Context: an optimization exercise on an open-source flow, tuned for small area, a short achievable clock period and few clock cycles per item. The choices shown serve that exercise and are no tape-out recipe.
Only simulation tests tie the RTL to the original design; equivalence was not proved.

==> flow/design.v <==
module present_rounds (
  input       [127:0]  s0,
  input       [127:0]  k0,
  input        [4:0]   rc,
  output logic [127:0] s2,
  output logic [127:0] k2,
  output logic [127:0] ct
);
function automatic [3:0] sbox(input [3:0] x);
  sbox[0] = (~x[0] & ~x[1] &  x[2] & ~x[3]) | (~x[0] &  x[1] &  x[3]) | (~x[0] & ~x[2] &  x[3]) |
            ( x[0] & ~x[1] &  x[2] &  x[3]) | ( x[0] &  x[1] & ~x[3]) | ( x[0] & ~x[2] & ~x[3]);
  sbox[1] = (~x[0] &  x[1] & ~x[2]) | (~x[0] &  x[1] & ~x[3]) | ( x[0] &  x[2] &  x[3]) |
            (~x[1] & ~x[2] &  x[3]) | ( x[1] & ~x[2] & ~x[3]);
  sbox[2] = (~x[0] &  x[1] & ~x[2]) | (~x[0] & ~x[2] & ~x[3]) | ( x[0] & ~x[1] & ~x[2]) |
            ( x[0] &  x[1] &  x[2] & ~x[3]) | (~x[1] &  x[2] &  x[3]);
  sbox[3] = (~x[0] & ~x[1] & ~x[3]) | (~x[0] &  x[2] & ~x[3]) | ( x[0] &  x[1] & ~x[3]) |
            ( x[0] & ~x[2] &  x[3]) | ( x[1] & ~x[2] &  x[3]);
endfunction
function automatic [63:0] round(input [63:0] s, input [63:0] rk);
  logic [63:0] a, b;
  a = s ^ rk;
  for (int i = 0; i < 16; i++)
    b[4*i +: 4] = sbox(a[4*i +: 4]);
  for (int i = 0; i < 63; i++)
    round[(16*i) % 63] = b[i];
  round[63] = b[63];
endfunction
function automatic [127:0] kstep(input [127:0] k, input [4:0] r);
  logic [127:0] t;
  t = {k[66:0], k[127:67]};
  t[127:124] = sbox(t[127:124]);
  t[123:120] = sbox(t[123:120]);
  t[66:62] = t[66:62] ^ r;
  kstep = t;
endfunction
logic [127:0] s1;
logic [127:0] k1;
always_comb begin
  k1 = kstep(k0, rc);
  k2 = kstep(k1, rc + 5'd1);
  s1[63:0]   = round(s0[63:0],   k0[127:64]);
  s1[127:64] = round(s0[127:64], k0[127:64]);
  s2[63:0]   = round(s1[63:0],   k1[127:64]);
  s2[127:64] = round(s1[127:64], k1[127:64]);
  ct = s1 ^ {k1[127:64], k1[127:64]};
end
endmodule
module avalon_accel(
  input  clk,
  input  reset_n,
  input         avs_write,
  input  [31:0] avs_writedata,
  output [31:0] avs_readdata,
  input  [4:0]  avs_address,
  output        avm_write,
  output        avm_read,
  input         avm_waitrequest,
  output [31:0] avm_writedata,
  input  [31:0] avm_readdata,
  output [31:0] avm_address,
  output  irq
);
logic [31:0] R [0:7];
always_ff @(posedge clk or negedge reset_n)
  if (!reset_n)
    for (int i = 0; i < 8; i++)
      R[i] <= '0;
  else if (avs_write)
    R[avs_address[4:2]] <= avs_writedata;
assign avs_readdata = R[avs_address[4:2]];
wire ctrl_wr = avs_write && (avs_address[4:2] == 3'd7);
localparam [1:0] M_FILL = 2'd0, M_FULL = 2'd1, M_CT = 2'd2;
logic [1:0]   bmode;     
logic [1:0]   widx;      
logic         bsingle;   
logic         csingle;   
logic         job;       
logic         done;      
logic         run;       
logic [4:0]   rc;        
logic [31:0]  rrem;      
logic         all_read;  
logic [29:0]  rd_addr, wr_addr;
logic [127:0] buff;
logic [127:0] st;
logic [127:0] key;
wire start = ctrl_wr && avs_writedata[0] && !job && !done;
wire clear = ctrl_wr && (avs_writedata == 32'd0);
wire ack      = !avm_waitrequest;
wire filling  = (bmode == M_FILL);
wire draining = (bmode == M_CT);
wire rd_req   = job && filling && !all_read;
wire rd_done  = rd_req && ack;
wire wr_done  = draining && ack;
wire dummy    = filling && all_read && widx[1];
wire shift    = rd_done || wr_done || dummy;
wire wr_last  = (widx == 2'd3) || (bsingle && widx == 2'd1);
wire [127:0] s2, ct, k2;
present_rounds u_rounds (.s0(st), .k0(key), .rc(rc), .s2(s2), .k2(k2), .ct(ct));
wire cfin     = run && (rc == 5'd31);
wire pt_avail = (bmode == M_FULL);
wire load_pt  = pt_avail && (!run || cfin);
wire no_more  = all_read && filling && (widx == 2'd0);
wire ct_last  = cfin && no_more;
wire ct_to_b  = (cfin && pt_avail) || ct_last;
wire advance  = run && !cfin;
wire irq_set = job && wr_done && wr_last && all_read && !run;
always_ff @(posedge clk or negedge reset_n)
  if (!reset_n) begin
    bmode    <= M_FILL;
    widx     <= 2'd0;
    job      <= 1'b0;
    done     <= 1'b0;
    run      <= 1'b0;
    all_read <= 1'b0;
  end else begin
    if (start) job <= 1'b1;
    else if (irq_set) job <= 1'b0;
    if (clear) done <= 1'b0;
    else if (irq_set) done <= 1'b1;
    if (start) all_read <= 1'b0;
    else if (rd_done && widx[0] && rrem == 32'd1) all_read <= 1'b1;
    if (load_pt) run <= 1'b1;
    else if (ct_last) run <= 1'b0;
    if (ct_to_b) begin
      bmode <= M_CT;
      widx  <= 2'd0;
    end else if (load_pt) begin
      bmode <= M_FILL;
      widx  <= 2'd0;
    end else if (shift) begin
      widx <= widx + 2'd1;
      if (filling && widx == 2'd3) bmode <= M_FULL;
      if (draining && wr_last) begin
        bmode <= M_FILL;
        widx  <= 2'd0;
      end
    end
  end
always_ff @(posedge clk) begin
  if (start) begin
    rd_addr <= R[4][31:2];
    wr_addr <= R[5][31:2];
    rrem    <= R[6];
  end else begin
    if (rd_done) rd_addr <= rd_addr + 30'd1;
    if (wr_done) wr_addr <= wr_addr + 30'd1;
    if (rd_done && widx[0]) rrem <= rrem - 32'd1;
  end
  if (filling && shift && widx == 2'd3) bsingle <= dummy;
  else if (ct_to_b) bsingle <= csingle;
  if (load_pt) begin
    st      <= buff;
    key     <= {R[3], R[2], R[1], R[0]};
    rc      <= 5'd1;
    csingle <= bsingle;
  end else if (advance) begin
    st  <= s2;
    key <= k2;
    rc  <= rc + 5'd2;
  end
  if (ct_to_b) buff <= ct;
  else if (shift) buff <= {avm_readdata, buff[127:32]};
end
assign irq           = done || irq_set;
assign avm_read      = rd_req;
assign avm_write     = draining;
assign avm_address   = {draining ? wr_addr : rd_addr, 2'b00};
assign avm_writedata = buff[31:0];
endmodule
==> flow/flow/run.sh <==
#!/bin/bash
# The standard layout, with the input and output port buffers inserted as
# buf_4 cells instead of buffer_ports' default delay buffers.
set -euo pipefail
export BUFFER_PORTS_ARGS="-buffer_cell sky130_fd_sc_hd__buf_4"
bash standard.sh > standard.log 2>&1
==> flow/standard.sh <==
#!/bin/bash
# synth_recipe.tcl (not shown) runs the flow's synth.tcl, then flattens the netlist and writes it again
# the make line also repeats each setting of config.mk as NAME=value (left out here)
make -C /OpenROAD-flow-scripts/flow DESIGN_CONFIG=/design/flow/config.mk WORK_HOME=/design/flow/orfs CLKGATE_MAP_FILE= SYNTH_SCRIPT=/design/flow/synth_recipe.tcl "${@:-finish}"
==> flow/config.mk <==
export PLATFORM = sky130hd
export DESIGN_NAME = avalon_accel
export DESIGN_NICKNAME = avalon_accel
export VERILOG_FILES = /design/flow/design.v
export SDC_FILE = /design/flow/constraint.sdc
export NUM_CORES = 4
export LEC_CHECK = 0
export CAP_MARGIN = 20
export CORE_MARGIN = 2
export CORE_UTILIZATION = 40
export SETUP_SLACK_MARGIN = 1.7
export SLEW_MARGIN = 20
==> flow/constraint.sdc <==
create_clock -name core_clock -period 5.0 [get_ports {clk}]
set_input_delay 1.0000 -clock core_clock [delete_from_list [all_inputs] [get_ports {clk}]]
set_output_delay 1.0000 -clock core_clock [all_outputs]
set_load 0.01 [all_outputs]
==> out/summary.json, run 1 <==
{
  "cts": {
    "cts_clk_pin_slew_worst_paths_ns": 0.06,
    "root_buffer": "sky130_fd_sc_hd__clkbuf_16",
    "clock_tree_from_tritoncts": "done",
    "hold_buffers": 0,
    "clk_latency_ns": 0.67,
    "clock_tree.buffer_depth": 3,
    "numCtsBuffers": 85,
    "clock_sinks": 746,
    "ctsHtreeMaxLevel": 3
  },
  "worst_setup_path": {
    "arrival_worst_endpoint_ns": 2.52,
    "worst-endpoint-required_ns": 4.00,
    "path_cells": "inv_2, ha_4, a21oi_1, or3_4, nor3b_4, a21o_1, buf_6",
    "crit_path_capture_type": "output pin",
    "setup.worst_path.start_class": "flop",
    "critical_setup_path_class": "reg2out",
    "crit_path_max_incr_delay_ns": 0.42,
    "critPathSlowestCell": "sky130_fd_sc_hd__dfrtp_1",
    "critical_path_peak_fanout": 3
  },
  "routing": {
    "dr.first_iter.drc_count": 3963,
    "vias": 36500,
    "number_of_search_and_repair_iterations_in_the_first_detailed_routing_pass": 6,
    "wl_per_cell_um": 26.1,
    "drc_errors": 0,
    "routed_wirelength_um": 162000,
    "drt.antenna.violating_nets": 0,
    "detail_route.vias_per_cell": 5.87
  },
  "cells_and_area": {
    "final_common_cell": "sky130_fd_sc_hd__nand2_1",
    "area_delta_synth_final_pct": 15.9,
    "most_frequent_cells_in_the_layout": "sky130_fd_sc_hd__nand2_1 (911), sky130_fd_sc_hd__edfxtp_1 (478), sky130_fd_sc_hd__nor2_1 (292)",
    "final_non_filler_cell_area_um2": 52200,
    "instances_no_fill": 6227,
    "drive_gt1_frac": 0.190,
    "filler_cell_count": 10600,
    "final_net_count": 4737
  },
  "die": {
    "boundaryPins": 172,
    "die-width_um": 340,
    "die_h_um": 340,
    "floorplan.core_area_um2": 112000,
    "placement_rows": 123,
    "initial_core_util": 0.402,
    "die-area_um2": 115000
  },
  "logic_synthesis": {
    "netlist-cell-type-count": 101,
    "synth_seq_area_share": 0.467,
    "top_cell_type_s_share_of_synthesized_area": 0.319,
    "synthFlopType": "sky130_fd_sc_hd__edfxtp_1",
    "syn-instance-count": 4541,
    "synth_warn": 3,
    "syn-cell-area_um2": 45100,
    "synth_top_cells_by_area": "sky130_fd_sc_hd__edfxtp_1 (32%), sky130_fd_sc_hd__dfrtp_1 (15%), sky130_fd_sc_hd__nand2_1 (7.6%), sky130_fd_sc_hd__mux2_2 (6.9%), sky130_fd_sc_hd__xnor2_1 (5.6%)",
    "syn_avg_cell_area_um2": 9.92,
    "synth_edf_count": 478,
    "synthArstFlopShare": 0.354,
    "ys_ff_latch": 746,
    "yosys.area.top_type": "sky130_fd_sc_hd__edfxtp_1"
  },
  "placed_design": {
    "pre_cts_ws_ns": 0.949,
    "dpl.cell_count": 6012,
    "detailed_place_hpwl_um": 120000,
    "dpl_cell_area_um2": 47800,
    "routabilityCongestion": 0.978,
    "portBuffers": 167
  },
  "timing": {
    "finalClockSkew_ns": 0.0230,
    "final.setup.tns_ns": 0,
    "worst-slew-pin-transition_ns": 1.07,
    "timing.final.crit_share": 0.703,
    "worst_hold_slack_ns": 0.322,
    "rsz_0062_raised_after_global_routing": "true",
    "finalWorstSetupSlack_ns": 1.48,
    "max-slew-margin-rel": 0.284,
    "fmaxAchievable_mhz": 284,
    "layout_min_cycle_time_ns": 3.52,
    "finalMaxSlewViolations": 0,
    "final-setup-viol-count": 0,
    "timing.final.hold_violations": 0
  },
  "global_route": {
    "antenna_violations_before_repair": 7,
    "grt_total_ovfl": 0,
    "grt_pass1_vias": 33300,
    "grt_pass1_wl_um": 230000,
    "grt_util_all_layers": 0.271,
    "grt_max_degree": 129
  },
  "hold_path": {
    "hold_path.class": "in2async"
  },
  "flow_run": {
    "max-cap-violations": 0
  },
  "run_status": {
    "outcome": "complete, no violations"
  }
}
-- state kept, by name, summed over array words and instances (netlist names) --
register  count
csingle       1
st          128
rd_addr      30
rc            4
job           1
buff        128
done          1
R           256
wr_addr      30
all_read      1
widx          2
bsingle       1
run           1
bmode         2
rrem         32
key         128
-- routing by layer --
metal | up-vias | routed length, µm | track usage
li1 | 16600 | - | -
met1 | 18000 | 68100 | 0.374
met2 | 1624 | 73000 | 0.422
met3 | 302 | 12100 | 0.0361
met4 | 2 | 9240 | 0.130
met5 | - | 13 | 0
-- cell families (layout without fill, tap and decap cells) --
kind of cell | after synthesis | after routing | synth area share
AOI/OAI and AO/OA | 905 | 905 | 0.129
xor gates and xnor gates | 543 | 543 | 0.119
adders and majority gates | 8 | 8 | 0.00222
buffers and inverters | 297 | 480 | 0.0288
DFF | 746 | 746 | 0.467
muxes | 324 | 324 | 0.0866
other | 1 | 4 | 0.0000832
and+or+nand+nor | 1717 | 1717 | 0.167
-- path summary, 6_finish.rpt --
path,start,endpoint,slack [ns],cells past startpoint
max,widx[1],irq,1.48,7
max reg2reg,key[114],st[107],1.74,7
min in group core_clock,R[7][19],R[7][19],0.50,1
min,reset_n,R[4][17],0.32,1
min reg2reg,R[7][19],R[7][19],0.50,1
max in group asynchronous,reset_n,R[6][11],3.54,2
-- final cells by class --
cell class	count	area, µm²	area share
clock inverter	36	417	0.00798
sequential	746	21100	0.403
timing repair buffer	287	2740	0.0526
antenna	2	5.00	0.0000959
tap	1500	1880	0.0359
multi-input combinational	3499	23500	0.450
clock buffer	120	2440	0.0468
timing repair inverter	2	15.0	0.000288
inverter	35	158	0.00302
-- worst max-delay path: cells and delay by family (launching register included) --
family,cells,cell delay (ns)
adder cells (fa/ha/maj),1,0.12
AO/OA/AOI/OAI,2,0.33
AND/OR/NAND/NOR,2,0.76
buffers and inverters,2,0.24
flip-flops,1,0.42
-- cells in the mapped netlist, drive strengths merged (16+ instances only) --
master,n
nor3,80
and3,32
nor2,329
xor2,212
or3,21
o22ai,46
o221ai,21
o21a,19
a211oi,73
a21o,16
o21ai,235
clkbuf,164
buf,98
nand2,917
edfxtp,478
nand3,124
nand4,40
nor4,29
dfrtp,264
nor2b,25
inv,34
o31ai,38
mux4,25
xnor2,297
xnor3,32
nand2b,26
a31oi,18
mux2i,24
o211ai,36
a21oi,238
mux2,275
and2,20
-- metrics by stage --
stage | util
after floorplan | -
after global placement | 0.426
after detailed placement | 0.426
after CTS | 0.459
after global routing | 0.466
final | 0.466
-- repair_timing --
item / CTS / global route
buffers inserted: 21 / 23
pin swaps: 10 / 13
setup endpoints to repair: 74 / 88
resized for setup: 100 / 103
gates cloned: 9 / 4
Testbench counts, summed over its fixed seeds: cycles 8,822, blocks 799.
==> run 2: changes to the inputs <==
==> flow/run.sh (new file) <==
#!/bin/bash
# synth_recipe.tcl (not shown) runs the flow's synth.tcl, then flattens the netlist and writes it again
# the make line also repeats each setting of config.mk as NAME=value (left out here)
make -C /OpenROAD-flow-scripts/flow DESIGN_CONFIG=/design/flow/config.mk WORK_HOME=/design/flow/orfs CLKGATE_MAP_FILE= SYNTH_SCRIPT=/design/flow/synth_recipe.tcl finish
--- a/flow/config.mk
+++ b/flow/config.mk
@@ -9,4 +9,4 @@
 export CORE_MARGIN = 2
 export CORE_UTILIZATION = 40
-export SETUP_SLACK_MARGIN = 1.7
+export SETUP_SLACK_MARGIN = 1.8
 export SLEW_MARGIN = 20
removed: flow/flow/run.sh
removed: flow/standard.sh
==> run 2 against run 1 <==
Net effect: critical endpoint unchanged; register-to-register slack better by 0.10 ns; first-iteration DRC count increased by 3.2%; critical path depth fell by 2; still clean on timing, DRC and antenna; clock skew is 0.0095 ns higher; fmax increased by 1.3%; sequential share of layout area down 1.1 points; setup slack better by 0.046 ns.
==> out/summary.json, run 2 <==
{
  "worst_setup_path": {
    "critPathSlowestCell": "sky130_fd_sc_hd__or3_4",
    "setup.worst_path.start_class": "primary input",
    "crit_path_max_incr_delay": {"value": 0.46, "unit": "ns", "change": "+0.04 ns"},
    "worst-endpoint-required": {"value": 4.00, "unit": "ns", "change": "about the same"},
    "timing.critical_path.depth": {"value": 5, "change": "-2"},
    "path_cells": "dlygate4sd2_1, or3_4, nor3b_4, a21o_4, buf_6",
    "crit_path_capture_type": "output pin",
    "timing.reg2reg.setup_slack": {"value": 1.84, "unit": "ns", "change": "+0.10 ns"},
    "reg2regPathDepth": {"value": 7, "change": "unchanged"},
    "arrival_worst_endpoint": {"value": 2.47, "unit": "ns", "change": "-0.05 ns"},
    "worst_r2r_startpoint": "key[81]",
    "crit-reg2reg-capture": "st[41]",
    "timing.critical_path.buf_inv": {"value": 2, "change": "unchanged"},
    "critical_path_peak_fanout": {"value": 3, "change": "unchanged"},
    "delay_heaviest_family_cp": "simple AND/OR/NAND/NOR gates",
    "critical_setup_path_class": "in2out",
    "crit_start": "avm_waitrequest"
  },
  "cells_and_area": {
    "most_frequent_cells_in_the_layout": "sky130_fd_sc_hd__nand2_1 (908), sky130_fd_sc_hd__edfxtp_1 (478), sky130_fd_sc_hd__nor2_1 (286)",
    "final_net_count": {"value": 4774, "change": "+0.78%"},
    "drive_gt1_frac": {"value": 0.182, "change": "-0.00789"},
    "filler_cell_count": {"value": 10400, "change": "-1.9%"},
    "area_delta_synth_final_pct": 19.1,
    "registers.top_by_ff_count": "R",
    "largest_register_ff_count": {"value": 256, "change": "unchanged"},
    "final_common_cell": "sky130_fd_sc_hd__nand2_1"
  },
  "logic_synthesis": {
    "synth_warn": {"value": 3, "change": "unchanged"},
    "synth_compound_area_frac": {"value": 0.129, "change": "unchanged"},
    "netlist-cell-type-count": {"value": 101, "change": "unchanged"},
    "dominant_combinational_cell_family_by_area_after_synthesis": "simple AND/OR/NAND/NOR gates",
    "syn-cell-area": {"value": 45100, "unit": "µm²", "change": "unchanged"},
    "synthFlopType": "sky130_fd_sc_hd__edfxtp_1",
    "synth.area.mux_share": {"value": 0.0866, "change": "unchanged"},
    "synth_edf_count": {"value": 478, "change": "unchanged"},
    "synth.most_common_cell": "sky130_fd_sc_hd__nand2_1",
    "synthArstFlopShare": {"value": 0.354, "change": "unchanged"},
    "synth_seq_area_share": {"value": 0.467, "change": "unchanged"},
    "yosys.area.top_type": "sky130_fd_sc_hd__edfxtp_1",
    "synth-simple-area-share": {"value": 0.167, "change": "unchanged"},
    "synth_top_cells_by_area": "sky130_fd_sc_hd__edfxtp_1 (32%), sky130_fd_sc_hd__dfrtp_1 (15%), sky130_fd_sc_hd__nand2_1 (7.6%), sky130_fd_sc_hd__mux2_2 (6.9%), sky130_fd_sc_hd__xnor2_1 (5.6%)",
    "post_synth_fa_ha_maj_area_fraction": {"value": 0.00222, "change": "unchanged"},
    "post_synth_xor_area_fraction": {"value": 0.119, "change": "unchanged"},
    "syn_avg_cell_area": {"value": 9.92, "unit": "µm²", "change": "unchanged"},
    "ys_ff_latch": {"value": 746, "change": "unchanged"},
    "top_cell_type_s_share_of_synthesized_area": {"value": 0.319, "change": "unchanged"},
    "syn-instance-count": {"value": 4541, "change": "unchanged"},
    "synth_commonest_cells": "sky130_fd_sc_hd__nand2_1 (917), sky130_fd_sc_hd__edfxtp_1 (478), sky130_fd_sc_hd__nor2_1 (329)"
  },
  "global_route": {
    "grt_util_all_layers": {"value": 0.275, "change": "+0.00362"},
    "grt_max_degree": {"value": 130, "change": "+0.78%"},
    "grt_pass1_vias": {"value": 34000, "change": "+2.1%"},
    "antenna_violations_before_repair": {"value": 4, "change": "-3"},
    "grt_pass1_wl": {"value": 234000, "unit": "µm", "change": "+1.4%"},
    "grt_total_ovfl": {"value": 0, "change": "unchanged"}
  },
  "die": {
    "die_h": {"value": 340, "unit": "µm", "change": "unchanged"},
    "die-area": {"value": 115000, "unit": "µm²", "change": "unchanged"},
    "placement_rows": {"value": 123, "change": "unchanged"},
    "die-width": {"value": 340, "unit": "µm", "change": "unchanged"},
    "initial_core_util": {"value": 0.402, "change": "unchanged"},
    "floorplan.core_area": {"value": 112000, "unit": "µm²", "change": "unchanged"},
    "boundaryPins": {"value": 172, "change": "unchanged"}
  },
  "placed_design": {
    "detailed_place_hpwl": {"value": 120000, "unit": "µm", "change": "-0.25%"},
    "pre_cts_ws": {"value": 0.596, "unit": "ns", "change": "-0.353 ns"},
    "routabilityCongestion": {"value": 0.954, "change": "-2.5%"},
    "portBuffers": {"value": 167, "change": "unchanged"}
  },
  "routing": {
    "detail_route.vias_per_cell": {"value": 5.88, "change": "+0.17%"},
    "dr.first_iter.drc_count": {"value": 4088, "change": "+3.2%"},
    "number_of_search_and_repair_iterations_in_the_first_detailed_routing_pass": {"value": 6, "change": "unchanged"},
    "drt.antenna.violating_nets": {"value": 0, "change": "unchanged"},
    "drc_errors": {"value": 0, "change": "unchanged"},
    "vias": {"value": 36800, "change": "+0.80%"},
    "wl_per_cell": {"value": 26.1, "unit": "µm", "change": "+0.14%"},
    "routed_wirelength": {"value": 164000, "unit": "µm", "change": "+0.77%"}
  },
  "timing": {
    "final.setup.tns": {"value": 0, "unit": "ns", "change": "unchanged"},
    "rsz_0062_raised_after_global_routing": "true",
    "finalWorstSetupSlack": {"value": 1.53, "unit": "ns", "change": "+0.0460 ns"},
    "max-slew-margin-rel": {"value": 0.247, "change": "-0.0374"},
    "finalClockSkew": {"value": 0.0325, "unit": "ns", "change": "+0.00948 ns"},
    "finalMaxSlewViolations": {"value": 0, "change": "unchanged"},
    "final-setup-viol-count": {"value": 0, "change": "unchanged"},
    "timing.final.hold_violations": {"value": 0, "change": "unchanged"},
    "fmaxAchievable": {"value": 288, "unit": "MHz", "change": "+1.3%"},
    "layout_min_cycle_time": {"value": 3.47, "unit": "ns", "change": "-0.0459 ns"},
    "timing.final.crit_share": {"value": 0.694, "change": "-0.00919"},
    "worst-slew-pin-transition": {"value": 1.13, "unit": "ns", "change": "+0.0561 ns"}
  },
  "cts": {
    "clock_sinks": {"value": 746, "change": "unchanged"},
    "clock_tree_from_tritoncts": "done",
    "clock_tree.buffer_depth": {"value": 3, "change": "unchanged"},
    "cts_clk_pin_slew_worst_paths": {"value": 0.06, "unit": "ns", "change": "about the same"},
    "numCtsBuffers": {"value": 86, "change": "+1.2%"},
    "hold_buffers": {"value": 0, "change": "unchanged"},
    "ctsHtreeMaxLevel": {"value": 3, "change": "unchanged"},
    "clk_latency": {"value": 0.68, "unit": "ns", "change": "about the same"},
    "root_buffer": "sky130_fd_sc_hd__clkbuf_16"
  },
  "flow_run": {
    "max-cap-violations": {"value": 0, "change": "unchanged"}
  },
  "run_status": {
    "outcome": "complete, no violations"
  },
  "hold_path": {
    "hold_path.class": "in2async"
  }
}
run 2: cell counts after synthesis:
No cell type changed its count.
run 2: worst register-to-register path, stage by stage, from the launching register on:
cell                       delay [ns]
sky130_fd_sc_hd__edfxtp_1        0.55
sky130_fd_sc_hd__xor2_1          0.52
sky130_fd_sc_hd__nand2b_1        0.17
sky130_fd_sc_hd__a21boi_1        0.11
sky130_fd_sc_hd__o31ai_1         0.43
sky130_fd_sc_hd__nand2_1         0.28
sky130_fd_sc_hd__o2111a_1        0.33
sky130_fd_sc_hd__a311oi_2        0.49
run 2: kinds of logic after synthesis:
| kind of cell | count (synthesis) |
|---|---|
| adder cells (fa/ha/maj) | 8 |
| XOR/XNOR | 543 |
| AND/OR/NAND/NOR | 1717 |
| buffers and inverters | 297 |
| AO/OA/AOI/OAI | 905 |
| flip-flops | 746 |
| multiplexers | 324 |
| other | 1 |
run 2: cell type report:
cell class | instances | area (µm²) | share of cell area
well taps | 1500 | 1880 | 0.0350
multi-input cells | 3499 | 23900 | 0.446
clock inverters | 40 | 490 | 0.00914
inverters | 35 | 163 | 0.00303
repair buffers | 323 | 3590 | 0.0669
clock buffers | 120 | 2540 | 0.0473
flip-flops and latches | 746 | 21100 | 0.392
repair inverters | 2 | 15.0 | 0.000280
diodes | 1 | 2.50 | 0.0000466
run 2: metal layers:
metal	wire, µm	vias up	GRT usage
met2	74900	1682	0.436
met5	40	-	0
met4	8020	6	0.119
met1	68200	18100	0.378
met3	12500	311	0.0355
li1	-	16700	-
run 2: worst max-delay path by stage:
stage,end
6_report,irq
3_5_place_dp,irq
3_3_place_gp,irq
5_1_grt,irq
4_1_cts,avs_readdata[9]
2_1_floorplan,key[0]
run 2: metrics by stage:
stage                     cells  area (µm²)   util  hold slack, ns
after floorplan            4542       45200      -           0.427
after global placement     6003       48100  0.430           0.479
after detailed placement   6004       48100  0.430           0.485
after CTS                  6235       52700  0.471           0.354
after global routing       6265       53700  0.479           0.387
final                      6266       53700  0.479           0.317
run 2: repair_timing:
item	CTS	global route
setup endpoints to repair	95	81
resized for setup	335	151
cloned	14	2
setup buffers	57	27
pin swaps	30	40
==> run 3: changes to the inputs <==
--- a/flow/config.mk
+++ b/flow/config.mk
@@ -9,4 +9,4 @@
 export CORE_MARGIN = 2
 export CORE_UTILIZATION = 40
-export SETUP_SLACK_MARGIN = 1.8
+export SETUP_SLACK_MARGIN = 1.5
 export SLEW_MARGIN = 20
==> run 3 against run 2 <==
Net effect: cell count down 1.0%; flip-flop and latch count did not move; sequential share of layout area grew 1.2 points; hold slack improved by 0.011 ns; largest cell class unchanged.
==> out/summary.json, run 3 <==
{
  "global_route": {
    "grt_pass1_wl": {"value": 233000, "unit": "µm", "change": "-0.26%"},
    "grt_max_degree": {"value": 150, "change": "+15%"},
    "antenna_violations_before_repair": {"value": 5, "change": "+1"},
    "grt_pass1_vias": {"value": 33900, "change": "-0.35%"},
    "grt_util_all_layers": {"value": 0.273, "change": "-0.00155"},
    "grt_total_ovfl": {"value": 0, "change": "unchanged"}
  },
  "logic_synthesis": {
    "synth_commonest_cells": "sky130_fd_sc_hd__nand2_1 (917), sky130_fd_sc_hd__edfxtp_1 (478), sky130_fd_sc_hd__nor2_1 (329)",
    "synthFlopType": "sky130_fd_sc_hd__edfxtp_1",
    "syn-cell-area": {"value": 45100, "unit": "µm²", "change": "unchanged"},
    "syn-instance-count": {"value": 4541, "change": "unchanged"},
    "synth_warn": {"value": 3, "change": "unchanged"},
    "netlist-cell-type-count": {"value": 101, "change": "unchanged"},
    "synth_seq_area_share": {"value": 0.467, "change": "unchanged"},
    "synth.most_common_cell": "sky130_fd_sc_hd__nand2_1",
    "dominant_combinational_cell_family_by_area_after_synthesis": "simple AND/OR/NAND/NOR gates",
    "post_synth_fa_ha_maj_area_fraction": {"value": 0.00222, "change": "unchanged"},
    "synthArstFlopShare": {"value": 0.354, "change": "unchanged"},
    "synth-simple-area-share": {"value": 0.167, "change": "unchanged"},
    "ys_ff_latch": {"value": 746, "change": "unchanged"},
    "synth.area.mux_share": {"value": 0.0866, "change": "unchanged"},
    "syn_avg_cell_area": {"value": 9.92, "unit": "µm²", "change": "unchanged"},
    "synth_top_cells_by_area": "sky130_fd_sc_hd__edfxtp_1 (32%), sky130_fd_sc_hd__dfrtp_1 (15%), sky130_fd_sc_hd__nand2_1 (7.6%), sky130_fd_sc_hd__mux2_2 (6.9%), sky130_fd_sc_hd__xnor2_1 (5.6%)",
    "synth_compound_area_frac": {"value": 0.129, "change": "unchanged"},
    "post_synth_xor_area_fraction": {"value": 0.119, "change": "unchanged"},
    "top_cell_type_s_share_of_synthesized_area": {"value": 0.319, "change": "unchanged"},
    "yosys.area.top_type": "sky130_fd_sc_hd__edfxtp_1",
    "synth_edf_count": {"value": 478, "change": "unchanged"}
  },
  "worst_setup_path": {
    "path_cells": "xnor2_1, nand2b_1, and3_1, nor3_1, or2_1, o22ai_1, o21ai_0",
    "arrival_worst_endpoint": {"value": 3.94, "unit": "ns", "change": "+1.47 ns"},
    "crit_path_capture_type": "flop",
    "worst-endpoint-required": {"value": 5.37, "unit": "ns", "change": "+1.37 ns"},
    "critical_setup_path_class": "reg2reg",
    "crit_path_max_incr_delay": {"value": 0.66, "unit": "ns", "change": "+0.20 ns"},
    "critPathSlowestCell": "sky130_fd_sc_hd__edfxtp_1",
    "critical_path_peak_fanout": {"value": 11, "change": "+8"},
    "setup.worst_path.start_class": "flop"
  },
  "placed_design": {
    "routabilityCongestion": {"value": 0.966, "change": "+1.3%"},
    "pre_cts_ws": {"value": 0.608, "unit": "ns", "change": "+0.0126 ns"},
    "portBuffers": {"value": 167, "change": "unchanged"},
    "detailed_place_hpwl": {"value": 120000, "unit": "µm", "change": "+0.63%"}
  },
  "run_status": {
    "outcome": "complete, no violations"
  },
  "cts": {
    "clock_sinks": {"value": 746, "change": "unchanged"},
    "clock_tree.buffer_depth": {"value": 3, "change": "unchanged"},
    "root_buffer": "sky130_fd_sc_hd__clkbuf_16",
    "ctsHtreeMaxLevel": {"value": 3, "change": "unchanged"},
    "clk_latency": {"value": 0.69, "unit": "ns", "change": "about the same"},
    "cts_clk_pin_slew_worst_paths": {"value": 0.06, "unit": "ns", "change": "about the same"},
    "numCtsBuffers": {"value": 86, "change": "unchanged"},
    "clock_tree_from_tritoncts": "done"
  },
  "die": {
    "boundaryPins": {"value": 172, "change": "unchanged"},
    "die-width": {"value": 340, "unit": "µm", "change": "unchanged"},
    "die_h": {"value": 340, "unit": "µm", "change": "unchanged"},
    "floorplan.core_area": {"value": 112000, "unit": "µm²", "change": "unchanged"},
    "initial_core_util": {"value": 0.402, "change": "unchanged"},
    "die-area": {"value": 115000, "unit": "µm²", "change": "unchanged"},
    "placement_rows": {"value": 123, "change": "unchanged"}
  },
  "timing": {
    "timing.final.hold_violations": {"value": 0, "change": "unchanged"},
    "fmaxAchievable": {"value": 281, "unit": "MHz", "change": "-2.6%"},
    "worst-slew-pin-transition": {"value": 1.08, "unit": "ns", "change": "-0.0508 ns"},
    "final.setup.tns": {"value": 0, "unit": "ns", "change": "unchanged"},
    "finalClockSkew": {"value": 0.0378, "unit": "ns", "change": "+0.00537 ns"},
    "layout_min_cycle_time": {"value": 3.56, "unit": "ns", "change": "+0.0931 ns"},
    "finalMaxSlewViolations": {"value": 0, "change": "unchanged"},
    "timing.final.crit_share": {"value": 0.713, "change": "+0.0186"},
    "max-slew-margin-rel": {"value": 0.276, "change": "+0.0287"},
    "rsz_0062_raised_after_global_routing": "true",
    "final-setup-viol-count": {"value": 0, "change": "unchanged"},
    "finalWorstSetupSlack": {"value": 1.44, "unit": "ns", "change": "-0.0931 ns"}
  },
  "cells_and_area": {
    "area_delta_synth_final_pct": 15.5,
    "final_common_cell": "sky130_fd_sc_hd__nand2_1",
    "final_net_count": {"value": 4709, "change": "-1.4%"},
    "final_core_utilization": {"value": 0.464, "change": "-0.0146"},
    "filler_cell_count": {"value": 10600, "change": "+2.7%"},
    "most_frequent_cells_in_the_layout": "sky130_fd_sc_hd__nand2_1 (914), sky130_fd_sc_hd__edfxtp_1 (478), sky130_fd_sc_hd__nor2_1 (310)",
    "registers.top_by_ff_count": "R",
    "num_antenna_cells": {"value": 0, "change": "-1"},
    "drive_gt1_frac": {"value": 0.141, "change": "-0.0407"},
    "largest_register_ff_count": {"value": 256, "change": "unchanged"}
  },
  "routing": {
    "detail_route.vias_per_cell": {"value": 5.89, "change": "+0.29%"},
    "routed_wirelength": {"value": 162000, "unit": "µm", "change": "-1.3%"},
    "wl_per_cell": {"value": 26.1, "unit": "µm", "change": "-0.25%"},
    "dr.first_iter.drc_count": {"value": 4277, "change": "+4.6%"},
    "number_of_search_and_repair_iterations_in_the_first_detailed_routing_pass": {"value": 8, "change": "+2"},
    "vias": {"value": 36600, "change": "-0.75%"},
    "drc_errors": {"value": 0, "change": "unchanged"},
    "drt.antenna.violating_nets": {"value": 0, "change": "unchanged"}
  },
  "hold_path": {
    "hold_path.class": "in2async"
  },
  "flow_run": {
    "max-cap-violations": {"value": 0, "change": "unchanged"}
  }
}
==> run 3: what timing repair did <==
action | 4_1_cts | 5_1_grt
hold buffers | 0 | 0
hold endpoints to repair | 0 | 0
resized for setup | 99 | 47
pin swaps | 12 | 8
gates cloned | 5 | 2
buffers inserted | 18 | 10
endpoints found under the setup margin | 68 | 52
==> run 3: layout make-up <==
type / instances / area (µm²) / area share
Multi-Input combinational cell: 3499 / 23100 / 0.444
Sequential cell: 746 / 21100 / 0.405
Timing Repair Buffer: 260 / 2770 / 0.0532
Clock buffer: 121 / 2590 / 0.0498
Tap cell: 1500 / 1880 / 0.0361
Clock inverter: 40 / 488 / 0.00938
Inverter: 35 / 153 / 0.00293
==> run 3: cell families (layout without fill, tap and decap cells) <==
logic type,Yosys count,in the layout
AOI/OAI and AO/OA,905,905
DFF,746,746
buffers and inverters,297,456
muxes,324,324
and+or+nand+nor,1717,1717
adders and majority gates,8,8
xor gates and xnor gates,543,543
other,1,2
==> run 3: metal layers <==
metal / global-route usage / share of wire
met5: 0 / 0.000080
met4: 0.111 / 0.048
met3: 0.0436 / 0.075
met2: 0.432 / 0.45
met1: 0.374 / 0.42
==> run 3: path summary, 6_finish.rpt <==
kind / start / endpoint / slack [ns] / depth (start not counted)
min: reset_n / R[4][17] / 0.33 / 1
min reg2reg: bsingle / csingle / 0.50 / 0
min in group core_clock: bsingle / csingle / 0.50 / 0
max in group asynchronous: reset_n / R[5][26] / 3.54 / 2
max reg2reg: key[65] / st[88] / 1.44 / 7
max: key[65] / st[88] / 1.44 / 7
==> run 3: through the flow <==
stage / area [µm²] / std cells / hold slack [ns]
after floorplan: 45100 / 4542 / 0.427
after global placement: 48200 / 6005 / 0.476
after detailed placement: 48200 / 6005 / 0.478
after CTS: 51800 / 6189 / 0.331
after global routing: 52000 / 6201 / 0.375
final: 52000 / 6201 / 0.328
==> run 3: critical path: cells and delay by family (launching register included) <==
kind | cells | cell delay [ns]
XOR/XNOR | 1 | 0.53
AO/OA/AOI/OAI | 2 | 0.78
AND/OR/NAND/NOR | 4 | 1.31
flip-flops | 1 | 0.66
==> run 4: changes to the inputs <==
--- a/flow/design.v
+++ b/flow/design.v
@@ -73,4 +73,5 @@
 logic [1:0]   bmode;     
 logic [1:0]   widx;      
+logic         wlast;     
 logic         bsingle;   
 logic         csingle;   
@@ -95,5 +96,4 @@
 wire dummy    = filling && all_read && widx[1];
 wire shift    = rd_done || wr_done || dummy;
-wire wr_last  = (widx == 2'd3) || (bsingle && widx == 2'd1);
 wire [127:0] s2, ct, k2;
 present_rounds u_rounds (.s0(st), .k0(key), .rc(rc), .s2(s2), .k2(k2), .ct(ct));
@@ -105,9 +105,10 @@
 wire ct_to_b  = (cfin && pt_avail) || ct_last;
 wire advance  = run && !cfin;
-wire irq_set = job && wr_done && wr_last && all_read && !run;
+wire irq_set = job && all_read && !run && wlast && wr_done;
 always_ff @(posedge clk or negedge reset_n)
   if (!reset_n) begin
     bmode    <= M_FILL;
     widx     <= 2'd0;
+    wlast    <= 1'b0;
     job      <= 1'b0;
     done     <= 1'b0;
@@ -123,4 +124,6 @@
     if (load_pt) run <= 1'b1;
     else if (ct_last) run <= 1'b0;
+    if (ct_to_b) wlast <= 1'b0;
+    else if (wr_done) wlast <= !wlast && (widx == 2'd2 || (bsingle && widx == 2'd0));
     if (ct_to_b) begin
       bmode <= M_CT;
@@ -132,5 +135,5 @@
       widx <= widx + 2'd1;
       if (filling && widx == 2'd3) bmode <= M_FULL;
-      if (draining && wr_last) begin
+      if (draining && wlast) begin
         bmode <= M_FILL;
         widx  <= 2'd0;
==> flow/flow/run.sh (new file) <==
#!/bin/bash
# The standard layout, with the input and output port buffers inserted as
# buf_4 cells instead of buffer_ports' default delay buffers.
set -euo pipefail
export BUFFER_PORTS_ARGS="-buffer_cell sky130_fd_sc_hd__buf_4"
bash standard.sh > standard.log 2>&1
==> flow/standard.sh (new file) <==
#!/bin/bash
# synth_recipe.tcl (not shown) runs the flow's synth.tcl, then flattens the netlist and writes it again
# the make line also repeats each setting of config.mk as NAME=value (left out here)
make -C /OpenROAD-flow-scripts/flow DESIGN_CONFIG=/design/flow/config.mk WORK_HOME=/design/flow/orfs CLKGATE_MAP_FILE= SYNTH_SCRIPT=/design/flow/synth_recipe.tcl "${@:-finish}"
--- a/flow/config.mk
+++ b/flow/config.mk
@@ -9,4 +9,4 @@
 export CORE_MARGIN = 2
 export CORE_UTILIZATION = 40
-export SETUP_SLACK_MARGIN = 1.5
+export SETUP_SLACK_MARGIN = 1.7
 export SLEW_MARGIN = 20
removed: flow/run.sh
==> run 4 against run 3 <==
Net effect: wire length increased by 4.6%; clock skew increased by 0.032 ns; critical endpoint is now avs_readdata[26].
==> out/summary.json, run 4 <==
{
  "timing": {
    "fmaxAchievable": {"value": 297, "unit": "MHz", "change": "+5.8%"},
    "layout_min_cycle_time": {"value": 3.37, "unit": "ns", "change": "-0.194 ns"},
    "final.setup.tns": {"value": 0, "unit": "ns", "change": "unchanged"},
    "timing.final.hold_violations": {"value": 0, "change": "unchanged"},
    "max-slew-margin-rel": {"value": 0.282, "change": "+0.00645"},
    "rsz_0062_raised_after_global_routing": "true",
    "timing.final.crit_share": {"value": 0.674, "change": "-0.0388"},
    "worst-slew-pin-transition": {"value": 1.07, "unit": "ns", "change": "-0.0118 ns"},
    "finalClockSkew": {"value": 0.0699, "unit": "ns", "change": "+0.0321 ns"},
    "finalMaxSlewViolations": {"value": 0, "change": "unchanged"},
    "final-setup-viol-count": {"value": 0, "change": "unchanged"}
  },
  "logic_synthesis": {
    "netlist-cell-type-count": {"value": 91, "change": "-9.9%"},
    "synth.most_common_cell": "sky130_fd_sc_hd__nand2_1",
    "synth_top_cells_by_area": "sky130_fd_sc_hd__edfxtp_1 (32%), sky130_fd_sc_hd__dfrtp_1 (15%), sky130_fd_sc_hd__nand2_1 (8.0%), sky130_fd_sc_hd__mux2_2 (7.1%), sky130_fd_sc_hd__xnor2_1 (5.7%)",
    "syn_avg_cell_area": {"value": 9.96, "unit": "µm²", "change": "+0.36%"},
    "synthArstFlopShare": {"value": 0.355, "change": "+0.000865"},
    "synthFlopType": "sky130_fd_sc_hd__edfxtp_1",
    "syn-cell-area": {"value": 44700, "unit": "µm²", "change": "-0.86%"},
    "synth_warn": {"value": 3, "change": "unchanged"},
    "synth_seq_area_share": {"value": 0.472, "change": "+0.00459"},
    "yosys.area.top_type": "sky130_fd_sc_hd__edfxtp_1",
    "top_cell_type_s_share_of_synthesized_area": {"value": 0.321, "change": "+0.00275"},
    "synth_commonest_cells": "sky130_fd_sc_hd__nand2_1 (956), sky130_fd_sc_hd__edfxtp_1 (478), sky130_fd_sc_hd__o21ai_0 (306)",
    "synth_edf_count": {"value": 478, "change": "unchanged"},
    "syn-instance-count": {"value": 4486, "change": "-1.2%"},
    "ys_ff_latch": {"value": 747, "change": "+0.13%"}
  },
  "cts": {
    "clock_tree_from_tritoncts": "done",
    "numCtsBuffers": {"value": 88, "change": "+2.3%"},
    "hold_buffers": {"value": 0, "change": "unchanged"},
    "clk_latency": {"value": 0.72, "unit": "ns", "change": "+0.03 ns"},
    "clock_tree.buffer_depth": {"value": 3, "change": "unchanged"},
    "clock_sinks": {"value": 747, "change": "+0.13%"},
    "root_buffer": "sky130_fd_sc_hd__clkbuf_16",
    "ctsHtreeMaxLevel": {"value": 3, "change": "unchanged"},
    "cts_clk_pin_slew_worst_paths": {"value": 0.06, "unit": "ns", "change": "about the same"}
  },
  "routing": {
    "drc_errors": {"value": 0, "change": "unchanged"},
    "routed_wirelength": {"value": 169000, "unit": "µm", "change": "+4.6%"},
    "dr.first_iter.drc_count": {"value": 4651, "change": "+8.7%"},
    "drt.antenna.violating_nets": {"value": 0, "change": "unchanged"},
    "vias": {"value": 36900, "change": "+1.0%"},
    "wl_per_cell": {"value": 27.3, "unit": "µm", "change": "+4.9%"},
    "number_of_search_and_repair_iterations_in_the_first_detailed_routing_pass": {"value": 5, "change": "-3"},
    "detail_route.vias_per_cell": {"value": 5.97, "change": "+1.4%"}
  },
  "cells_and_area": {
    "final_core_utilization": {"value": 0.473, "change": "+0.00881"},
    "most_frequent_cells_in_the_layout": "sky130_fd_sc_hd__nand2_1 (947), sky130_fd_sc_hd__edfxtp_1 (478), sky130_fd_sc_hd__o21ai_0 (297)",
    "final_common_cell": "sky130_fd_sc_hd__nand2_1",
    "area_delta_synth_final_pct": 17.2,
    "final_non_filler_cell_area": {"value": 52400, "unit": "µm²", "change": "+0.65%"},
    "registers.top_by_ff_count": "R",
    "final_net_count": {"value": 4698, "change": "-0.23%"},
    "largest_register_ff_count": {"value": 256, "change": "unchanged"},
    "instances_no_fill": {"value": 6180, "change": "-0.34%"},
    "drive_gt1_frac": {"value": 0.197, "change": "+0.0552"}
  },
  "placed_design": {
    "routabilityCongestion": {"value": 0.959, "change": "-0.67%"},
    "portBuffers": {"value": 167, "change": "unchanged"},
    "dpl_cell_area": {"value": 47400, "unit": "µm²", "change": "-1.6%"},
    "dpl.cell_count": {"value": 5949, "change": "-0.93%"},
    "detailed_place_hpwl": {"value": 124000, "unit": "µm", "change": "+3.4%"}
  },
  "die": {
    "die_h": {"value": 338, "unit": "µm", "change": "-0.42%"},
    "initial_core_util": {"value": 0.404, "change": "+0.00149"},
    "die-area": {"value": 114000, "unit": "µm²", "change": "-0.85%"},
    "placement_rows": {"value": 122, "change": "-0.81%"},
    "die-width": {"value": 338, "unit": "µm", "change": "-0.42%"},
    "floorplan.core_area": {"value": 111000, "unit": "µm²", "change": "-1.2%"},
    "boundaryPins": {"value": 172, "change": "unchanged"}
  },
  "global_route": {
    "grt_util_all_layers": {"value": 0.285, "change": "+0.0120"},
    "grt_pass1_wl": {"value": 238000, "unit": "µm", "change": "+2.2%"},
    "antenna_violations_before_repair": {"value": 9, "change": "+4"},
    "gr-usage-met2": {"value": 0.429, "change": "-0.00263"},
    "use_met1": {"value": 0.411, "change": "+0.0370"},
    "grt_total_ovfl": {"value": 0, "change": "unchanged"},
    "grt_max_degree": {"value": 122, "change": "-19%"},
    "grt_pass1_vias": {"value": 33600, "change": "-0.93%"},
    "grt_util_met3": {"value": 0.0481, "change": "+0.00455"},
    "grt_most_used_layer": "met2"
  },
  "hold_path": {
    "hold_path.class": "in2async"
  },
  "run_status": {
    "outcome": "complete, no violations"
  },
  "worst_setup_path": {
    "crit_path_capture_type": "output pin",
    "worst-endpoint-required": {"value": 4.00, "unit": "ns", "change": "-1.37 ns"},
    "setup.worst_path.start_class": "primary input",
    "arrival_worst_endpoint": {"value": 2.37, "unit": "ns", "change": "-1.57 ns"},
    "critical_setup_path_class": "in2out",
    "critical_path_peak_fanout": {"value": 7, "change": "-4"}
  },
  "flow_run": {
    "max-cap-violations": {"value": 0, "change": "unchanged"}
  }
}
==> run 4: changes by cell type after synthesis, sizes merged, moves of 19 or more <==
cell,change
o21ai,+74
nor4,+21
nor2,-70
a211oi,-19
a21oi,-81
nand3,-26
xor2,+24
clkbuf,+25
buf,-24
nand2,+39
==> run 4: per-layer routing <==
layer  part of all wire  vias up
met1               0.43    18500
met3              0.094      281
met5                  0        -
li1                   -    16400
met2               0.44     1735
met4              0.042        0
==> run 4: kinds of logic after synthesis <==
logic type,Yosys count,share of synthesized area
compound gates,860,0.124
fa+ha+maj,8,0.00224
xor+xnor,558,0.119
other cells,1,0.0000840
simple gates,1690,0.167
mux,325,0.0875
buf+inv,297,0.0290
flops,747,0.472
==> run 4: what timing repair did <==
item	CTS	global route
pin swaps	22	29
setup endpoints to repair	93	116
resized for setup	130	83
cloned	11	2
setup buffers	26	27
==> run 4: worst paths after layout <==
check,startpoint,endpoint,slack [ns],depth (start not counted)
hold / removal,reset_n,R[1][18],0.28,1
max in group asynchronous,reset_n,widx[1],3.57,2
min in group core_clock,bsingle,csingle,0.46,0
setup reg to reg,key[112],st[11],1.74,6
setup / recovery,avs_address[2],avs_readdata[26],1.63,7
hold reg to reg,bsingle,csingle,0.46,0
==> run 4: stage by stage <==
stage          setup WS, ns  hold WS [ns]
2_1_floorplan       -0.0671         0.427
3_3_place_gp          0.906         0.455
3_5_place_dp          0.921         0.454
4_1_cts                1.61         0.292
5_1_grt                1.60         0.339
6_report               1.63         0.278
==> run 4: worst max-delay path, stage by stage <==
cell and delay [ns]:
sky130_fd_sc_hd__buf_16 0.15, sky130_fd_sc_hd__buf_12 0.12, sky130_fd_sc_hd__buf_16 0.13, sky130_fd_sc_hd__mux4_2 0.57
sky130_fd_sc_hd__a21oi_4 0.18, sky130_fd_sc_hd__nor2_4 0.07, sky130_fd_sc_hd__buf_4 0.15
==> run 4: cell type report <==
cell class | instances | area (µm²)
Inverter | 34 | 146
Clock buffer | 119 | 2440
Tap cell | 1488 | 1860
Antenna cell | 3 | 7.51
Fill cell | 10300 | 58300
Timing Repair Buffer | 303 | 3020
Clock inverter | 43 | 598
Multi-Input combinational cell | 3443 | 23200
Sequential cell | 747 | 21100
Testbench counts of run 4, summed over its fixed seeds: cycles 8,822, blocks 799.
==> run 5: changes to the inputs <==
--- a/flow/design.v
+++ b/flow/design.v
@@ -80,5 +80,5 @@
 logic         run;       
 logic [4:0]   rc;        
-logic [31:0]  rrem;      
+logic [29:0]  rrem;      
 logic         all_read;  
 logic [29:0]  rd_addr, wr_addr;
@@ -105,4 +105,6 @@
 wire ct_to_b  = (cfin && pt_avail) || ct_last;
 wire advance  = run && !cfin;
+wire [29:0] cur_addr  = draining ? wr_addr : rd_addr;
+wire [29:0] next_addr = cur_addr + 30'd1;
 wire irq_set = job && all_read && !run && wlast && wr_done;
 always_ff @(posedge clk or negedge reset_n)
@@ -121,5 +123,5 @@
     else if (irq_set) done <= 1'b1;
     if (start) all_read <= 1'b0;
-    else if (rd_done && widx[0] && rrem == 32'd1) all_read <= 1'b1;
+    else if (rd_done && widx[0] && rrem == 30'd1) all_read <= 1'b1;
     if (load_pt) run <= 1'b1;
     else if (ct_last) run <= 1'b0;
@@ -145,9 +147,9 @@
     rd_addr <= R[4][31:2];
     wr_addr <= R[5][31:2];
-    rrem    <= R[6];
+    rrem    <= R[6][29:0];
   end else begin
-    if (rd_done) rd_addr <= rd_addr + 30'd1;
-    if (wr_done) wr_addr <= wr_addr + 30'd1;
-    if (rd_done && widx[0]) rrem <= rrem - 32'd1;
+    if (rd_done) rd_addr <= next_addr;
+    if (wr_done) wr_addr <= next_addr;
+    if (rd_done && widx[0]) rrem <= rrem - 30'd1;
   end
   if (filling && shift && widx == 2'd3) bsingle <= dummy;
@@ -169,5 +171,5 @@
 assign avm_read      = rd_req;
 assign avm_write     = draining;
-assign avm_address   = {draining ? wr_addr : rd_addr, 2'b00};
+assign avm_address   = {cur_addr, 2'b00};
 assign avm_writedata = buff[31:0];
 endmodule
==> flow/flow/run.sh (replaced) <==
#!/bin/bash
# The standard layout, with the input and output port buffers inserted as
# buf_2 cells instead of buffer_ports' default delay buffers.
set -euo pipefail
export BUFFER_PORTS_ARGS="-buffer_cell sky130_fd_sc_hd__buf_2"
bash standard.sh > standard.log 2>&1
==> run 5 against run 4 <==
Net effect: non-clock buffer count grew 2; final area decreased by 0.45%; critical path depth stayed put; first-iteration DRC count fell by 9.5%.
==> out/summary.json, run 5 <==
{
  "cts": {
    "clock_tree.buffer_depth": {"value": 3, "change": "unchanged"},
    "clock_sinks": {"value": 745, "change": "-0.27%"},
    "numCtsBuffers": {"value": 87, "change": "-1.1%"},
    "cts_clk_pin_slew_worst_paths": {"value": 0.06, "unit": "ns", "change": "about the same"},
    "ctsHtreeMaxLevel": {"value": 3, "change": "unchanged"},
    "clk_latency": {"value": 0.73, "unit": "ns", "change": "about the same"},
    "root_buffer": "sky130_fd_sc_hd__clkbuf_16",
    "clock_tree_from_tritoncts": "done"
  },
  "die": {
    "die-width": {"value": 338, "unit": "µm", "change": "-0.11%"},
    "die-area": {"value": 114000, "unit": "µm²", "change": "-0.22%"},
    "floorplan.core_area": {"value": 111000, "unit": "µm²", "change": "-0.14%"},
    "boundaryPins": {"value": 172, "change": "unchanged"},
    "placement_rows": {"value": 122, "change": "unchanged"},
    "initial_core_util": {"value": 0.403, "change": "about the same"},
    "die_h": {"value": 338, "unit": "µm", "change": "-0.11%"}
  },
  "routing": {
    "number_of_search_and_repair_iterations_in_the_first_detailed_routing_pass": {"value": 5, "change": "unchanged"},
    "dr.first_iter.drc_count": {"value": 4208, "change": "-9.5%"},
    "drc_errors": {"value": 0, "change": "unchanged"},
    "detail_route.vias_per_cell": {"value": 6.03, "change": "+0.95%"},
    "routed_wirelength": {"value": 165000, "unit": "µm", "change": "-2.2%"},
    "vias": {"value": 36200, "change": "-1.9%"},
    "drt.antenna.violating_nets": {"value": 0, "change": "unchanged"},
    "wl_per_cell": {"value": 27.5, "unit": "µm", "change": "+0.64%"}
  },
  "logic_synthesis": {
    "synth_commonest_cells": "sky130_fd_sc_hd__nand2_1 (833), sky130_fd_sc_hd__edfxtp_1 (476), sky130_fd_sc_hd__mux2_2 (314)",
    "yosys.area.top_type": "sky130_fd_sc_hd__edfxtp_1",
    "synth_seq_area_share": {"value": 0.471, "change": "about the same"},
    "netlist-cell-type-count": {"value": 101, "change": "+11%"},
    "synth.most_common_cell": "sky130_fd_sc_hd__nand2_1",
    "top_cell_type_s_share_of_synthesized_area": {"value": 0.321, "change": "-0.000635"},
    "syn-instance-count": {"value": 4290, "change": "-4.4%"},
    "syn_avg_cell_area": {"value": 10.4, "unit": "µm²", "change": "+4.3%"},
    "synthFlopType": "sky130_fd_sc_hd__edfxtp_1",
    "synth_edf_count": {"value": 476, "change": "-0.42%"},
    "synth_top_cells_by_area": "sky130_fd_sc_hd__edfxtp_1 (32%), sky130_fd_sc_hd__dfrtp_1 (15%), sky130_fd_sc_hd__mux2_2 (7.9%), sky130_fd_sc_hd__nand2_1 (7.0%), sky130_fd_sc_hd__xnor2_1 (4.4%)",
    "synth_warn": {"value": 3, "change": "unchanged"},
    "synthArstFlopShare": {"value": 0.356, "change": "+0.000952"},
    "ys_ff_latch": {"value": 745, "change": "-0.27%"},
    "syn-cell-area": {"value": 44600, "unit": "µm²", "change": "-0.22%"}
  },
  "timing": {
    "finalClockSkew": {"value": 0.0903, "unit": "ns", "change": "+0.0204 ns"},
    "final.setup.tns": {"value": 0, "unit": "ns", "change": "unchanged"},
    "fmaxAchievable": {"value": 293, "unit": "MHz", "change": "-1.2%"},
    "final-setup-viol-count": {"value": 0, "change": "unchanged"},
    "max-slew-margin-rel": {"value": 0.259, "change": "-0.0229"},
    "finalMaxSlewViolations": {"value": 0, "change": "unchanged"},
    "layout_min_cycle_time": {"value": 3.41, "unit": "ns", "change": "+0.0397 ns"},
    "timing.final.crit_share": {"value": 0.682, "change": "+0.00794"},
    "rsz_0062_raised_after_global_routing": "true",
    "worst-slew-pin-transition": {"value": 1.11, "unit": "ns", "change": "+0.0387 ns"},
    "timing.final.hold_violations": {"value": 0, "change": "unchanged"}
  },
  "worst_setup_path": {
    "delay_heaviest_family_cp": "multiplexers",
    "timing.critical_path.buf_inv": {"value": 4, "change": "unchanged"},
    "worst_r2r_startpoint": "key[119]",
    "critical_setup_path_class": "in2out",
    "reg2regPathDepth": {"value": 6, "change": "unchanged"},
    "critical_path_peak_fanout": {"value": 7, "change": "unchanged"},
    "crit_path_max_incr_delay": {"value": 0.58, "unit": "ns", "change": "about the same"},
    "worst-endpoint-required": {"value": 4.00, "unit": "ns", "change": "about the same"},
    "cpMostUsedCell": "sky130_fd_sc_hd__buf_16",
    "crit-reg2reg-capture": "st[83]",
    "arrival_worst_endpoint": {"value": 2.41, "unit": "ns", "change": "+0.04 ns"},
    "critPathSlowestCell": "sky130_fd_sc_hd__mux4_2",
    "crit_path_capture_type": "output pin",
    "setup.worst_path.start_class": "primary input",
    "timing.reg2reg.setup_slack": {"value": 1.76, "unit": "ns", "change": "+0.02 ns"},
    "path_cells": "buf_16, buf_16, buf_12, mux4_2, a21oi_4, nor2_4, buf_2"
  },
  "cells_and_area": {
    "instances_no_fill": {"value": 6008, "change": "-2.8%"},
    "largest_register_ff_count": {"value": 256, "change": "unchanged"},
    "final_common_cell": "sky130_fd_sc_hd__nand2_1",
    "drive_gt1_frac": {"value": 0.224, "change": "+0.0271"},
    "multi_input_logic_area": {"value": 23400, "unit": "µm²", "change": "+0.87%"},
    "most_frequent_cells_in_the_layout": "sky130_fd_sc_hd__nand2_1 (819), sky130_fd_sc_hd__edfxtp_1 (476), sky130_fd_sc_hd__mux2_2 (314)",
    "area_delta_synth_final_pct": 17.0,
    "ff_latch_area": {"value": 21000, "unit": "µm²", "change": "-0.30%"},
    "registers.top_by_ff_count": "R",
    "filler_cell_count": {"value": 10300, "change": "+0.18%"},
    "final_net_count": {"value": 4526, "change": "-3.7%"}
  },
  "placed_design": {
    "routabilityCongestion": {"value": 0.964, "change": "+0.47%"},
    "portBuffers": {"value": 167, "change": "unchanged"},
    "dpl.cell_count": {"value": 5774, "change": "-2.9%"},
    "detailed_place_hpwl": {"value": 122000, "unit": "µm", "change": "-1.6%"}
  },
  "global_route": {
    "grt_pass1_vias": {"value": 33100, "change": "-1.4%"},
    "grt_pass1_wl": {"value": 234000, "unit": "µm", "change": "-1.6%"},
    "antenna_violations_before_repair": {"value": 11, "change": "+2"},
    "grt_max_degree": {"value": 191, "change": "+57%"},
    "grt_util_all_layers": {"value": 0.284, "change": "-0.000998"},
    "grt_total_ovfl": {"value": 0, "change": "unchanged"}
  },
  "flow_run": {
    "max-cap-violations": {"value": 0, "change": "unchanged"}
  },
  "hold_path": {
    "hold_path.class": "in2async"
  },
  "run_status": {
    "outcome": "complete, no violations"
  }
}
run 5: cell count changes in the layout (fill, tap and decap cells not counted), sizes merged, moves of 30 or more:
cell,before,now
nand2,956,833
xnor2,294,242
o21ai,309,258
xor2,236,191
a21oi,157,113
nor2,259,221
mux2i,18,52
mux2,283,314
o31ai,37,67
run 5: metrics by stage:
step | instance area (µm²) | utilization | worst slack [ns] | hold slack, ns
floorplan | 44700 | - | 1.68 | 0.427
global placement | 46900 | 0.425 | 0.763 | 0.459
detailed placement | 47000 | 0.425 | 0.761 | 0.458
CTS | 51000 | 0.462 | 1.57 | 0.362
global route | 52100 | 0.472 | 1.55 | 0.402
finish | 52100 | 0.472 | 1.59 | 0.344
run 5: layout make-up:
class                      count  share of cell area
multi-input combinational   3269               0.449
sequential                   745               0.403
timing repair buffer         305              0.0505
clock buffer                 113              0.0448
tap                         1488              0.0357
clock inverter                48              0.0132
inverter                      38             0.00341
antenna                        2           0.0000960
run 5: routing by layer:
metal,vias up,part of all wire,wire length (µm),track usage
li1,16000,-,-,-
met1,18400,0.42,69800,0.403
met2,1587,0.45,74200,0.439
met3,274,0.088,14600,0.0479
met4,8,0.040,6670,0.0988
met5,-,0.00030,49,0
run 5: how the worst max path moves through the flow:
| stage | cells after the start | endpoint | slack, ns | startpoint |
|---|---|---|---|---|
| after detailed placement | 8 | avs_readdata[23] | 0.76 | avs_address[3] |
| after global routing | 9 | avs_readdata[26] | 1.55 | avs_address[3] |
| after floorplan | 7 | avs_readdata[2] | 1.68 | avs_address[4] |
| final | 7 | avs_readdata[7] | 1.59 | avs_address[2] |
| after CTS | 8 | avs_readdata[21] | 1.57 | avs_address[3] |
| after global placement | 10 | avs_readdata[22] | 0.76 | avs_address[3] |
run 5: kinds of logic (layout without fill, tap and decap cells):
kind of cell	count (synthesis)	in the layout	share of synthesized area
AO/OA/AOI/OAI	870	870	0.132
XOR/XNOR	468	468	0.108
adder cells (fa/ha/maj)	7	7	0.00197
buffers and inverters	277	504	0.0273
flip-flops	745	745	0.471
multiplexers	386	386	0.101
other	1	4	0.0000841
AND/OR/NAND/NOR	1536	1536	0.158
run 5: timing repair:
item | CTS | global route
resized for setup | 147 | 136
cloned | 7 | 4
buffers inserted | 26 | 33
hold buffers | 0 | 0
pin swaps | 23 | 46
endpoints found under the setup margin | 112 | 104
Testbench counts of run 5, summed over its fixed seeds: cycles 8,822, blocks 799.

-- port drivers added, routing unchanged --
Ports are ideal in the flow. The routed layouts listed here were re-timed in OpenROAD. Step 1: set_driving_cell puts a clkbuf_16 on clk and a buf_2 on each other input, an assumption about the parent block. Step 2 also shifts input and output timing later by t, the mid clock arrival at the registers, as if the neighbouring blocks saw the same clock. a / b / c = no drivers / after step 1 / after step 2; a / b = the first two.
| run | t, ns | slack for setup (ns) | cell pins on the clock port's net |
|---|---|---|---|
| run 1 | 0.728 | 1.484 / 1.415 / 1.392 | 1 |
| run 2 | 0.737 | 1.530 / 1.381 / 1.235 | 1 |
| run 3 | 0.744 | 1.437 / 1.347 / 1.205 | 1 |
| run 4 | 0.760 | 1.631 / 1.405 / 1.314 | 1 |
| run 5 | 0.760 | 1.591 / 1.387 / 1.297 | 1 |
After both steps every run listed still meets setup and hold. For run 4, which loses most, drivers alone change the setup slack by -0.226 ns; drivers and shift together by -0.317 ns.
